Context: an optimization exercise on an open-source flow, tuned for small area and a short achievable clock period. The choices shown serve that exercise and are no tape-out recipe.
Where RTL was checked, it was by simulation tests only, not by an equivalence proof against the original.
The clock input has no modelled driver; a real chip could not lean on it and would need a root buffer or a full tree.
No activity file was given, so power comes from the tool's default toggle rates.

job 101:
// FLP_adder_7
module FLP_adder_7(
    input  [31:0] A,
    input  [31:0] B,
    input         rst,
    input         clk,
    output [31:0] sum
);
    reg [31:0] a1, b1;
    reg        ge1;
    always @(posedge clk) begin
        a1  <= A;
        b1  <= B;
        ge1 <= A[30:23] >= B[30:23];
    end
    wire [7:0] ebig = ge1 ? a1[30:23] : b1[30:23];
    wire [7:0] dab  = a1[30:23] - b1[30:23];
    wire [7:0] dba  = b1[30:23] - a1[30:23];
    wire [7:0] d    = ge1 ? dab : dba;
    wire [23:0] sml = ge1 ? {1'b1, b1[22:0]} : {1'b1, a1[22:0]};
    reg [22:0] big2;
    reg [23:0] sml2;
    reg [7:2]  d2;
    reg        sbig2, sub2;
    reg [7:0]  ec2;
    always @(posedge clk) begin
        big2  <= ge1 ? a1[22:0] : b1[22:0];
        sml2  <= sml >> d[1:0];
        d2    <= d[7:2];
        sbig2 <= ge1 ? a1[31] : b1[31];
        sub2  <= a1[31] ^ b1[31];
        ec2   <= ebig;
    end
    wire        z2  = (|d2[7:5]) | (d2[4] & d2[3]);
    wire [23:0] shd = z2 ? 24'd0 : (sml2 >> {d2[4:2], 2'b00});
    wire [23:0] ax = {~sub2, big2 ^ {23{sub2}}};
    reg  [23:0] g3, p3;
    reg         sbig3, sub3;
    reg  [7:0]  ec3;
    always @(posedge clk) begin
        g3    <= ax & shd;
        p3    <= ax ^ shd;
        sbig3 <= sbig2;
        sub3  <= sub2;
        ec3   <= ec2;
    end
    wire [24:0] c;
    pfx_carry #(25) add (.g({1'b0, g3}), .p({sub3, p3}), .c(c));
    wire [24:0] X = {c[24], (p3 ^ {24{sub3}}) ^ c[23:0]};
    reg [24:0] X4;
    reg        sbig4, sub4;
    reg [7:0]  ec4;
    always @(posedge clk) begin
        X4    <= X;
        sbig4 <= sbig3;
        sub4  <= sub3;
        ec4   <= ec3;
    end
    wire [23:0] lo;       
    assign lo[0] = 1'b0;
    genvar i;
    generate
        for (i = 1; i < 24; i = i + 1) begin : orl
            assign lo[i] = |X4[i-1:0];
        end
    endgenerate
    wire        nz  = lo[23] | X4[23];
    wire        sgn = sbig4 ? (sub4 ? (~X4[24] & nz) : ~(X4[24] & nz)) : X4[24];
  ...
==> flow/config.mk <==
export PLATFORM = sky130hd
export DESIGN_NAME = FLP_adder_7
export DESIGN_NICKNAME = FLP_adder_7
export VERILOG_FILES = /design/flow/design.v
export SDC_FILE = /design/flow/constraint.sdc
export NUM_CORES = 4
export LEC_CHECK = 0
export ABC_AREA = 1
export CAP_MARGIN = 20
export CORE_MARGIN = 2
export CORE_UTILIZATION = 40
export SETUP_SLACK_MARGIN = 3.25
export SLEW_MARGIN = 20
export TNS_END_PERCENT = 30
==> flow/constraint.sdc <==
create_clock -name core_clock -period 5.0 [get_ports {clk}]
set_input_delay 1.0000 -clock core_clock [delete_from_list [all_inputs] [get_ports {clk}]]
set_output_delay 1.0000 -clock core_clock [all_outputs]
set_load 0.01 [all_outputs]
standard.sh (not shown) runs the stock make flow with config.mk's settings and CLKGATE_MAP_FILE= SYNTH_SCRIPT=/design/flow/synth_recipe.tcl, a recipe that flattens the netlist after the stock synthesis.
==> flow/flow/run.sh <==
#!/bin/bash
# Standard ORFS layout with smaller input-port buffers and a two-level
# clock tree (root buffers, leaf buffers) without dummy loads. Each tool's output goes to its own log under
# orfs/logs; make's output goes to make.log.
set -euo pipefail
here=$(pwd)
bash standard.sh \
  POST_GLOBAL_PLACE_TCL="$here/flow/inbuf.tcl" \
  POST_CTS_TCL="$here/flow/clk_tree.tcl" \
  CTS_ARGS="-sink_clustering_enable -repair_clock_nets -dont_use_dummy_load -sink_clustering_size 24 -sink_clustering_max_diameter 100" \
  finish > make.log 2>&1
Other scripts of this flow, unchanged in this note and not shown: flow/flow/clk_tree.tcl, flow/flow/inbuf.tcl
Input-level comparison between job 102 and job 101:
- changing TNS_END_PERCENT from 30 to 10
- setting PLACE_DENSITY to 0.75 for the first time
- changing CORE_UTILIZATION from 40 to 65
- changing SETUP_SLACK_MARGIN from 3.25 to 3.2
==> run summary <==
Job 102 vs. job 101: relative max-transition margin rose 2.0 points, worst hold slack essentially unchanged, worst setup slack lower.
Compared with job 101, job 102 improves global-route wire length before repair.
Cell area | job 102 vs job 101 | job 102 smaller
Diff job 101 -> job 102 | wire length reported by the detailed router | down by a few percent


Another version of the RTL of FLP_adder_7 (not shown whole).
For scale: about 1200 cells after synthesis, about 290 flip-flops, about 98 I/O pins, about 11000 sq um of cells after synthesis.
==> flow/config.mk <==
export PLATFORM = sky130hd
export DESIGN_NAME = FLP_adder_7
export DESIGN_NICKNAME = FLP_adder_7
export VERILOG_FILES = /design/flow/design.v
export SDC_FILE = /design/flow/constraint.sdc
export NUM_CORES = 4
export LEC_CHECK = 0
export ABC_AREA = 1
export CAP_MARGIN = 20
export CORE_MARGIN = 2
export CORE_UTILIZATION = 40
export SETUP_SLACK_MARGIN = 3.27
export SLEW_MARGIN = 20
export TNS_END_PERCENT = 5
==> flow/constraint.sdc <==
create_clock -name core_clock -period 5.0 [get_ports {clk}]
set_input_delay 1.0000 -clock core_clock [delete_from_list [all_inputs] [get_ports {clk}]]
set_output_delay 1.0000 -clock core_clock [all_outputs]
set_load 0.01 [all_outputs]
==> flow/flow/run.sh <==
#!/bin/bash
# Standard ORFS layout with smaller input-port buffers and a two-level
# clock tree (root buffers, leaf buffers) without dummy loads. Each tool's output goes to its own log under
# orfs/logs; make's output goes to make.log.
set -euo pipefail
here=$(pwd)
bash standard.sh \
  POST_GLOBAL_PLACE_TCL="$here/flow/inbuf.tcl" \
  POST_CTS_TCL="$here/flow/clk_tree.tcl" \
  CTS_ARGS="-sink_clustering_enable -repair_clock_nets -dont_use_dummy_load -sink_clustering_size 30 -sink_clustering_max_diameter 100" \
  finish > make.log 2>&1
Other scripts of this flow, unchanged in this note and not shown: flow/flow/clk_tree.tcl, flow/flow/inbuf.tcl
Then changed:
--- a/flow/flow/run.sh
+++ b/flow/flow/run.sh
@@ -10 +10 @@
-  CTS_ARGS="-sink_clustering_enable -repair_clock_nets -dont_use_dummy_load -sink_clustering_size 30 -sink_clustering_max_diameter 100" \
+  CTS_ARGS="-sink_clustering_enable -repair_clock_nets -dont_use_dummy_load -sink_clustering_size 24 -sink_clustering_max_diameter 100" \
Settings changed: TNS_END_PERCENT 5 to 2.
Worst setup slack degrades by 0.077 ns.
Clock power went up by about 7%.
Maximum frequency went down by 4.2%.
Sequential power is about the same.
Total power went up by 1.2%.
Synthesized cell count does not change.
Die area does not change.
Design area hardly moves.
Then changed:
Settings changed: SETUP_SLACK_MARGIN 3.27 to 3.3, TNS_END_PERCENT 2 to 20.
Effect: Via count is higher by about 0.8%. Cell area is higher by about 2.5%. Utilization is higher by 1.1 points. Synthesized area is unchanged. Clock power hardly moves. Clock skew stays flat. Power is higher by 1.6%. Global-route usage does not change. Worst hold slack is about the same. Routed wire length is higher by 2.6%.
Then changed:
==> flow/flow/run.sh (replaced) <==
#!/bin/bash
# Standard ORFS layout with: ABC mapping from flow/abc.script (registers as
# in the standard synthesis), smaller input-port buffers, and a two-level
# clock tree (root buffers, leaf buffers) without dummy loads. Each tool's
# output goes to its own log under orfs/logs; make's output to make.log.
set -euo pipefail
here=$(pwd)
export FLOW_ABC_SCRIPT="$here/flow/abc.script"
bash standard.sh \
  SYNTH_SCRIPT="$here/flow/synth.tcl" \
  POST_GLOBAL_PLACE_TCL="$here/flow/inbuf.tcl" \
  POST_CTS_TCL="$here/flow/clk_tree.tcl" \
  CTS_ARGS="-sink_clustering_enable -repair_clock_nets -dont_use_dummy_load -sink_clustering_size 24 -sink_clustering_max_diameter 100" \
  finish > make.log 2>&1
==> flow/flow/abc.script (new file) <==
strash
dch
map -B 0.7
topo
stime -c
buffer -c
upsize -c
dnsize -c
==> flow/flow/synth.tcl (new file) <==
# The standard synthesis (synth_recipe.tcl), with ABC's technology
# mapping run from flow/abc.script instead of ORFS's abc_area.script.
proc synth {args} { yosys synth -nofsm -noshare {*}$args }
proc abc {args} {
  set i [lsearch -exact $args -script]
  if { $i >= 0 } { lset args [expr {$i + 1}] $::env(FLOW_ABC_SCRIPT) }
  yosys abc {*}$args
}
source $::env(SCRIPTS_DIR)/synth.tcl
# left out here: clear keep_hierarchy, flatten, clean up, hide names made inside functions, write 1_2_yosys.v
Settings changed: SETUP_SLACK_MARGIN 3.3 to 3.27, TNS_END_PERCENT 20 to 5.
Effect: Worst setup slack gets worse by 0.084 ns; core utilization drops by 0.66 points; wire length rises slightly; via count stays flat; register-to-register slack is worse by 0.12 ns; cell area falls slightly; die area fell slightly; sequential cell count stays the same; sequential power stays flat.
Then changed:
==> flow/flow/run.sh (replaced) <==
#!/bin/bash
# Standard ORFS layout with smaller input-port buffers and a two-level
# clock tree (root buffers, leaf buffers) without dummy loads. Each tool's output goes to its own log under
# orfs/logs; make's output goes to make.log.
set -euo pipefail
here=$(pwd)
bash standard.sh \
  POST_GLOBAL_PLACE_TCL="$here/flow/inbuf.tcl" \
  POST_CTS_TCL="$here/flow/clk_tree.tcl" \
  CTS_ARGS="-sink_clustering_enable -repair_clock_nets -dont_use_dummy_load -sink_clustering_size 24 -sink_clustering_max_diameter 100" \
  finish > make.log 2>&1
Settings changed: CORE_UTILIZATION 40 to 50.
removed: flow/flow/abc.script
removed: flow/flow/synth.tcl
After rerunning:
- The new run passed the timing, design-rule and antenna checks
- critical path depth shrinks by 6
- wire length drops by 2.6%
- flip-flop and latch count does not change
- fmax increases by 4.5%
- first-iteration DRC count goes down by 3.5%
- via count came out lower by 1.4%
- register-to-register slack improved by 0.07 ns
- global-route usage increases by 2.9 points
- cell count goes down by 3.4%
- clock power stays flat
- combinational power hardly moves
Then changed:
Settings changed: CORE_UTILIZATION 50 to 40, TNS_END_PERCENT 5 to 20.
Outcome:
- The changed run went through all stages and came out clean
- utilization fell by 9.9 points
- clock skew goes up by 0.010 ns
- critical path depth stays the same
- fmax came out higher slightly
- clock power stays flat
- wire length rises slightly
- worst setup slack improved by 0.0052 ns
- die area increases by a quarter to a third
- final area came out higher by a few percent


Another version of the RTL of FLP_adder_7 (not shown whole).
Size: ~1000 cells after synthesis, roughly 250 flip-flops, about 10000 sq um of cells after synthesis.
clock: 5.0 ns
lec_check: 0
cap_margin: 20
core_margin: 2
core_utilization: 40
setup_slack_margin: 3.0
slew_margin: 20
tns_end_percent: 10
run.sh (not shown) runs the stock make flow with config.mk's settings and CLKGATE_MAP_FILE= SYNTH_SCRIPT=/design/flow/synth_recipe.tcl, a recipe that flattens the netlist after the stock synthesis.
Stock flow here: none of the scripts above is used.
Then changed:
--- a/flow/config.mk
+++ b/flow/config.mk
@@ -6,4 +6,5 @@
 export NUM_CORES = 4
 export LEC_CHECK = 0
+export ABC_CLOCK_PERIOD_IN_PS = 1400
 export CAP_MARGIN = 20
 export CORE_MARGIN = 2
@@ -11,3 +12,2 @@
 export SETUP_SLACK_MARGIN = 3.0
 export SLEW_MARGIN = 20
-export TNS_END_PERCENT = 10
Result:
- core utilization rises by 3.5 points
- global-route usage rises by 1.4 points
- area after synthesis stays the same
Then changed:
--- a/flow/config.mk
+++ b/flow/config.mk
@@ -6,5 +6,5 @@
 export NUM_CORES = 4
 export LEC_CHECK = 0
-export ABC_CLOCK_PERIOD_IN_PS = 1400
+export ABC_CLOCK_PERIOD_IN_PS = 2000
 export CAP_MARGIN = 20
 export CORE_MARGIN = 2
Effect: The changed run finished clean. Area after synthesis stays the same. Total power does not change. Worst hold slack is unchanged. Worst setup slack stays the same. Final area does not change. Maximum frequency stays the same. Wire length stays the same. Critical path depth does not change.


## lane 5
The RTL this note starts from:
==> flow/design.v <==
module FLP_adder(
    input  [31:0] A,
    input  [31:0] B,
    output [31:0] sum
);
    wire        gt   = A[30:23] > B[30:23];
    wire [7:0]  d    = gt ? A[30:23] - B[30:23] : B[30:23] - A[30:23];
    wire [23:0] big  = gt ? {1'b1, A[22:0]} : {1'b1, B[22:0]};
    wire [23:0] sml  = gt ? {1'b1, B[22:0]} : {1'b1, A[22:0]};
    wire        sbig = gt ? A[31] : B[31];
    wire        sub  = A[31] ^ B[31];
    wire [7:0]  ec   = gt ? A[30:23] : B[30:23];
    wire [23:0] shd  = (d > 8'd23) ? 24'd0 : (sml >> d[4:0]);
    wire [24:0] X    = {1'b0, big} + ({1'b0, shd} ^ {25{sub}}) + {24'd0, sub};
    wire        nz   = |X[23:0];
    wire        sgn  = sbig ? (sub ? (~X[24] & nz) : ~(X[24] & nz)) : X[24];
    wire [23:0] C    = X[24] ? (24'd0 - X[23:0]) : X[23:0];
    wire [22:0] M    = C[23] ? C[22:0] : {C[21:0], 1'b0};
    wire [7:0]  e    = C[23] ? ec : ec - 8'd1;
    assign sum = {sgn, e, M};
endmodule
module FLP_adder_7(
    input  [31:0] A,
    input  [31:0] B,
    input         rst,
    input         clk,
    output [31:0] sum
);
    wire        gt = A[30:23] > B[30:23];
    wire [7:0]  d  = gt ? A[30:23] - B[30:23] : B[30:23] - A[30:23];
    reg [22:0] big1, sml1;
    reg [4:0]  sh1;
    reg        z1, sbig1, sub1;
    reg [7:0]  ec1;
    always @(posedge clk) begin
        big1  <= gt ? A[22:0] : B[22:0];
        sml1  <= gt ? B[22:0] : A[22:0];
        sh1   <= d[4:0];
        z1    <= d > 8'd23;
        sbig1 <= gt ? A[31] : B[31];
        sub1  <= A[31] ^ B[31];
        ec1   <= gt ? A[30:23] : B[30:23];
    end
    wire [23:0] shd = z1 ? 24'd0 : ({1'b1, sml1} >> sh1);
    reg [22:0] big2;
    reg [23:0] shd2;
    reg        sbig2, sub2;
    reg [7:0]  ec2;
    always @(posedge clk) begin
        big2  <= big1;
        shd2  <= shd;
        sbig2 <= sbig1;
        sub2  <= sub1;
        ec2   <= ec1;
    end
    wire [24:0] X = {2'b01, big2} + ({1'b0, shd2} ^ {25{sub2}}) + {24'd0, sub2};
    reg [24:0] X3;
    reg        sbig3, sub3;
    reg [7:0]  ec3;
    always @(posedge clk) begin
        X3    <= X;
        sbig3 <= sbig2;
        sub3  <= sub2;
        ec3   <= ec2;
    end
    wire        nz  = |X3[23:0];
    wire        sgn = sbig3 ? (sub3 ? (~X3[24] & nz) : ~(X3[24] & nz)) : X3[24];
    wire [23:0] C   = X3[24] ? (24'd0 - X3[23:0]) : X3[23:0];
    wire [22:0] M   = C[23] ? C[22:0] : {C[21:0], 1'b0};
    wire [7:0]  e   = C[23] ? ec3 : ec3 - 8'd1;
    reg [31:0] r4, r5, r6;
    always @(posedge clk) begin
        r4 <= {sgn, e, M};
        r5 <= r4;
        r6 <= r5;
    end
    assign sum = r6;
endmodule
Settings: LEC_CHECK=0, CAP_MARGIN=20, CORE_MARGIN=2, CORE_UTILIZATION=40, SETUP_SLACK_MARGIN=3.0, SLEW_MARGIN=20; clock period 5.0 ns.
#### Input delta (lane 3 over lane 5)
--- a/flow/config.mk
+++ b/flow/config.mk
@@ -9,4 +9,4 @@
 export CORE_MARGIN = 2
 export CORE_UTILIZATION = 40
-export SETUP_SLACK_MARGIN = 3.0
+export SETUP_SLACK_MARGIN = 0
 export SLEW_MARGIN = 20
[summary]
Lane 3 and lane 5 ended up with nearly the same global routing usage on met3.
From lane 5 to lane 3 the numbers moved as follows: met1 track utilization from global routing down 0.61 points; proportion of power drawn by the clock network up 1.0 points.
Going from lane 5 to lane 3, the first-pass GRT wire length was found to have gone down by about 10%.
Layout overhead on the synthesized area: lane 3 vs lane 5 down 23 points
Function was not checked in any run of this note: the RTL went through the layout flow alone.


Another version of the RTL of FLP_adder_7 (not shown whole).
Size in the first run: ~1200 cells after synthesis, roughly 290 flip-flops, roughly 98 I/O pins, roughly 11000 sq um of cells after synthesis.
## FLP_adder_7
module FLP_adder_7(
    input  [31:0] A,
    input  [31:0] B,
    input         rst,
    input         clk,
    output [31:0] sum
);
Settings: LEC_CHECK=0, ABC_AREA=1, CAP_MARGIN=20, CORE_MARGIN=2, CORE_UTILIZATION=40, SETUP_SLACK_MARGIN=3.27, SLEW_MARGIN=20, TNS_END_PERCENT=5; clock period 5.0 ns.
standard.sh (not shown) runs the stock make flow with config.mk's settings and CLKGATE_MAP_FILE= SYNTH_SCRIPT=/design/flow/synth_recipe.tcl, a recipe that flattens the netlist after the stock synthesis.
==> flow/flow/run.sh <==
#!/bin/bash
# Standard ORFS layout with smaller input-port buffers and a two-level
# clock tree (root buffers, leaf buffers) without dummy loads. Each tool's output goes to its own log under
# orfs/logs; make's output goes to make.log.
set -euo pipefail
here=$(pwd)
bash standard.sh \
  POST_GLOBAL_PLACE_TCL="$here/flow/inbuf.tcl" \
  POST_CTS_TCL="$here/flow/clk_tree.tcl" \
  CTS_ARGS="-sink_clustering_enable -repair_clock_nets -dont_use_dummy_load -sink_clustering_size 24 -sink_clustering_max_diameter 100" \
  finish > make.log 2>&1
==> flow/flow/clk_tree.tcl <==
# After CTS: make the clock tree two buffers deep. The leaf clock buffers
# are driven straight from root buffers (the intermediate level is removed),
# and the root is split into up to four copies, each driving the leaf
# buffers nearest to it. Every register still sees root buffer + leaf buffer.
set block [ord::get_db_block]
set root_net [$block findNet clknet_0_clk]
set nroots 4
if { $root_net != "NULL" } {
  # 1. remove the intermediate level
  set mids {}
  foreach it [$root_net getITerms] {
    if { [$it isInputSignal] } {
      set inst [$it getInst]
      if { [string match "sky130_fd_sc_hd__clkbuf*" [[$inst getMaster] getName]] } {
        lappend mids $inst
      }
    }
  }
  foreach inst $mids {
    set onet [[$inst findITerm X] getNet]
    set leaves {}
    set ok 1
    foreach it [$onet getITerms] {
      if { [$it isInputSignal] } {
        lappend leaves $it
        if { ![string match "sky130_fd_sc_hd__clkbuf*" [[[$it getInst] getMaster] getName]] } { set ok 0 }
      }
    }
    if { !$ok } { continue }
    foreach it $leaves {
      $it disconnect
      $it connect $root_net
    }
    puts "clk_tree: removed [$inst getName], [llength $leaves] leaf buffers now on clknet_0_clk"
    [$inst findITerm A] disconnect
    [$inst findITerm X] disconnect
    odb::dbInst_destroy $inst
    odb::dbNet_destroy $onet
  }

  # 2. split the root buffer: group the leaf buffers by angle around their
  # centre, one root buffer per group
  set root_it [lindex [$root_net getITerms] 0]
  set root {}
  set leaves {}
  foreach it [$root_net getITerms] {
    if { [$it isOutputSignal] } { set root [$it getInst] } else { lappend leaves $it }
  }
  set clk_net [[$root findITerm A] getNet]
  set n [llength $leaves]
  set cx 0; set cy 0
  foreach it $leaves {
    set b [[$it getInst] getBBox]
    set cx [expr {$cx + ([$b xMin] + [$b xMax]) / 2.0}]
    set cy [expr {$cy + ([$b yMin] + [$b yMax]) / 2.0}]
  }
  set cx [expr {$cx / $n}]; set cy [expr {$cy / $n}]
  set keyed {}
  foreach it $leaves {
    set b [[$it getInst] getBBox]
    set x [expr {([$b xMin] + [$b xMax]) / 2.0 - $cx}]
    set y [expr {([$b yMin] + [$b yMax]) / 2.0 - $cy}]
    lappend keyed [list [expr {atan2($y, $x)}] $it $x $y]
  }
  set keyed [lsort -real -index 0 $keyed]
  set k [expr {min($nroots, $n)}]
  set master [[$root getMaster] getName]
  set lib_master [$root getMaster]
  for {set g 0} {$g < $k} {incr g} {
    set lo [expr {($g * $n) / $k}]
    set hi [expr {(($g + 1) * $n) / $k - 1}]
    set grp [lrange $keyed $lo $hi]
    set gx 0; set gy 0
    foreach e $grp { set gx [expr {$gx + [lindex $e 2]}]; set gy [expr {$gy + [lindex $e 3]}] }
    set gx [expr {int($cx + $gx / [llength $grp] / 2.0)}]
    set gy [expr {int($cy + $gy / [llength $grp] / 2.0)}]
    if { $g == 0 } {
      set inst $root
      set net $root_net
    } else {
      set inst [odb::dbInst_create $block $lib_master "clkbuf_root_${g}_clk"]
      set net [odb::dbNet_create $block "clknet_root_${g}_clk"]
      $net setSigType CLOCK
      [$inst findITerm A] connect $clk_net
      [$inst findITerm X] connect $net
      foreach e $grp {
        set it [lindex $e 1]
        $it disconnect
        $it connect $net
      }
    }
    $inst setLocation $gx $gy
    $inst setPlacementStatus PLACED
    puts "clk_tree: [$inst getName] drives [llength $grp] leaf buffers"
  }
}

# legalise the moved and added buffers
detailed_placement
check_placement -verbose
estimate_parasitics -placement
Other scripts of this flow, unchanged in this note and not shown: flow/flow/inbuf.tcl
The baseline completed without violations.
Change:
- ABC_AREA: 1 -> 0
Effect: The new run finished with timing, DRC and antenna clean; die area is lower by 3.5%; power is lower by 1.5%; worst setup slack loses 0.76 ns; worst hold slack gains 0.0065 ns; flip-flop and latch count is unchanged; final area is lower by 4.0%; final cell count is lower by 22%; sequential power is higher by about 1%; fmax is lower by 30%.
Change:
--- a/flow/flow/run.sh
+++ b/flow/flow/run.sh
@@ -1,5 +1,6 @@
 #!/bin/bash
 # Standard ORFS layout with smaller input-port buffers and a two-level
-# clock tree (root buffers, leaf buffers) without dummy loads. Each tool's output goes to its own log under
+# clock tree (root buffers, leaf buffers, see clk_tree.tcl) without dummy
+# loads. Each tool's output goes to its own log under
 # orfs/logs; make's output goes to make.log.
 set -euo pipefail
--- a/flow/flow/clk_tree.tcl
+++ b/flow/flow/clk_tree.tcl
@@ -3,4 +3,5 @@
 # and the root is split into up to four copies, each driving the leaf
 # buffers nearest to it. Every register still sees root buffer + leaf buffer.
+# Root and leaf buffers are then buf_12 cells.
 set block [ord::get_db_block]
 set root_net [$block findNet clknet_0_clk]
@@ -96,4 +97,13 @@
 }
 
+# 3. use buf_12 for the root and leaf buffers: lower insertion delay than
+# clkbuf_16 at these loads, with flip-flop clock slew well inside the limit
+foreach inst [$block getInsts] {
+  set name [$inst getName]
+  if { [string match "clkbuf_*_clk" $name] } {
+    replace_cell [get_cells $name] sky130_fd_sc_hd__buf_12
+  }
+}
+
 # legalise the moved and added buffers
 detailed_placement
- ABC_AREA: 0 -> 1
- SETUP_SLACK_MARGIN: 3.27 -> 3.31
The new run completed with no timing, DRC or antenna violations; area after synthesis rose by 3.7%; setup slack gains 0.77 ns; wire length came out higher by 8.8%; register-to-register slack improves by 0.84 ns; hold slack degrades by 0.0086 ns; sequential cell count is unchanged.
No run of this note included a check of the RTL's function; only the layout flow was run.

[separate check: timing with driven ports]
The flow's constraints put no driver on any port. The routed layouts listed below were extracted and timed again, unchanged, in two steps. Step 1 (the two cells are an assumption about what drives the block):
set clk [get_ports {clk}]
set_driving_cell -lib_cell sky130_fd_sc_hd__clkbuf_16 $clk
set_driving_cell -lib_cell sky130_fd_sc_hd__buf_2 [delete_from_list [all_inputs] $clk]
Step 2 also shifts input and output timing later by t, the mid clock arrival at the registers, as if the neighbouring blocks saw the same clock. Three values: ideal, step 1, step 2; two values: the first two.
| run | t (ns) | setup slack, ns | worst setup path after step 2 | worst slew at a driven data input, ns |
|---|---|---|---|---|
| job 101 | 0.389 | 3.093 / 3.093 / 3.004 | input to register | 0.03 |
| job 102 | 0.383 | 3.064 / 3.065 / 2.997 | input to register | 0.03 |
| the first run of note 2 | 0.369 | 3.240 / 3.160 / 3.026 | input to register | 0.04 |
| the second run of note 2 | 0.366 | 3.162 / 3.175 / 2.861 | input to register | 0.03 |
| the third run of note 2 | 0.366 | 3.260 / 3.176 / 3.044 | input to register | 0.04 |
| the fourth run of note 2 | 0.380 | 3.176 / 3.184 / 2.853 | input to register | 0.04 |
| the fifth run of note 2 | 0.366 | 3.254 / 3.169 / 3.052 | input to register | 0.03 |
| the sixth run of note 2 | 0.366 | 3.260 / 3.176 / 3.025 | input to register | 0.03 |
| the first run of note 3 | 0.560 | 2.465 / 2.465 / 2.021 | input to register | 0.05 |
| the second run of note 3 | 0.562 | 2.430 / 2.430 / 1.967 | input to register | 0.05 |
| the third run of note 3 | 0.562 | 2.430 / 2.430 / 1.967 | input to register | 0.05 |
| lane 5 | 0.558 | 2.285 / 2.285 / 1.923 | input to register | 0.06 |
| lane 3 | 0.565 | 1.429 / 1.449 / 0.884 | input to register | 0.03 |
| the first run of note 5 | 0.381 | 3.259 / 3.175 / 2.984 | input to register | 0.06 |
| the second run of note 5 | 0.385 | 2.501 / 2.501 / 2.501 | register to register | 0.03 |
| the third run of note 5 | 0.341 | 3.271 / 3.226 / 2.989 | input to register | 0.05 |
After both steps every run listed still meets setup and hold. For lane 3, which loses most, drivers alone change the setup slack by +0.020 ns; drivers and shift together by -0.545 ns.
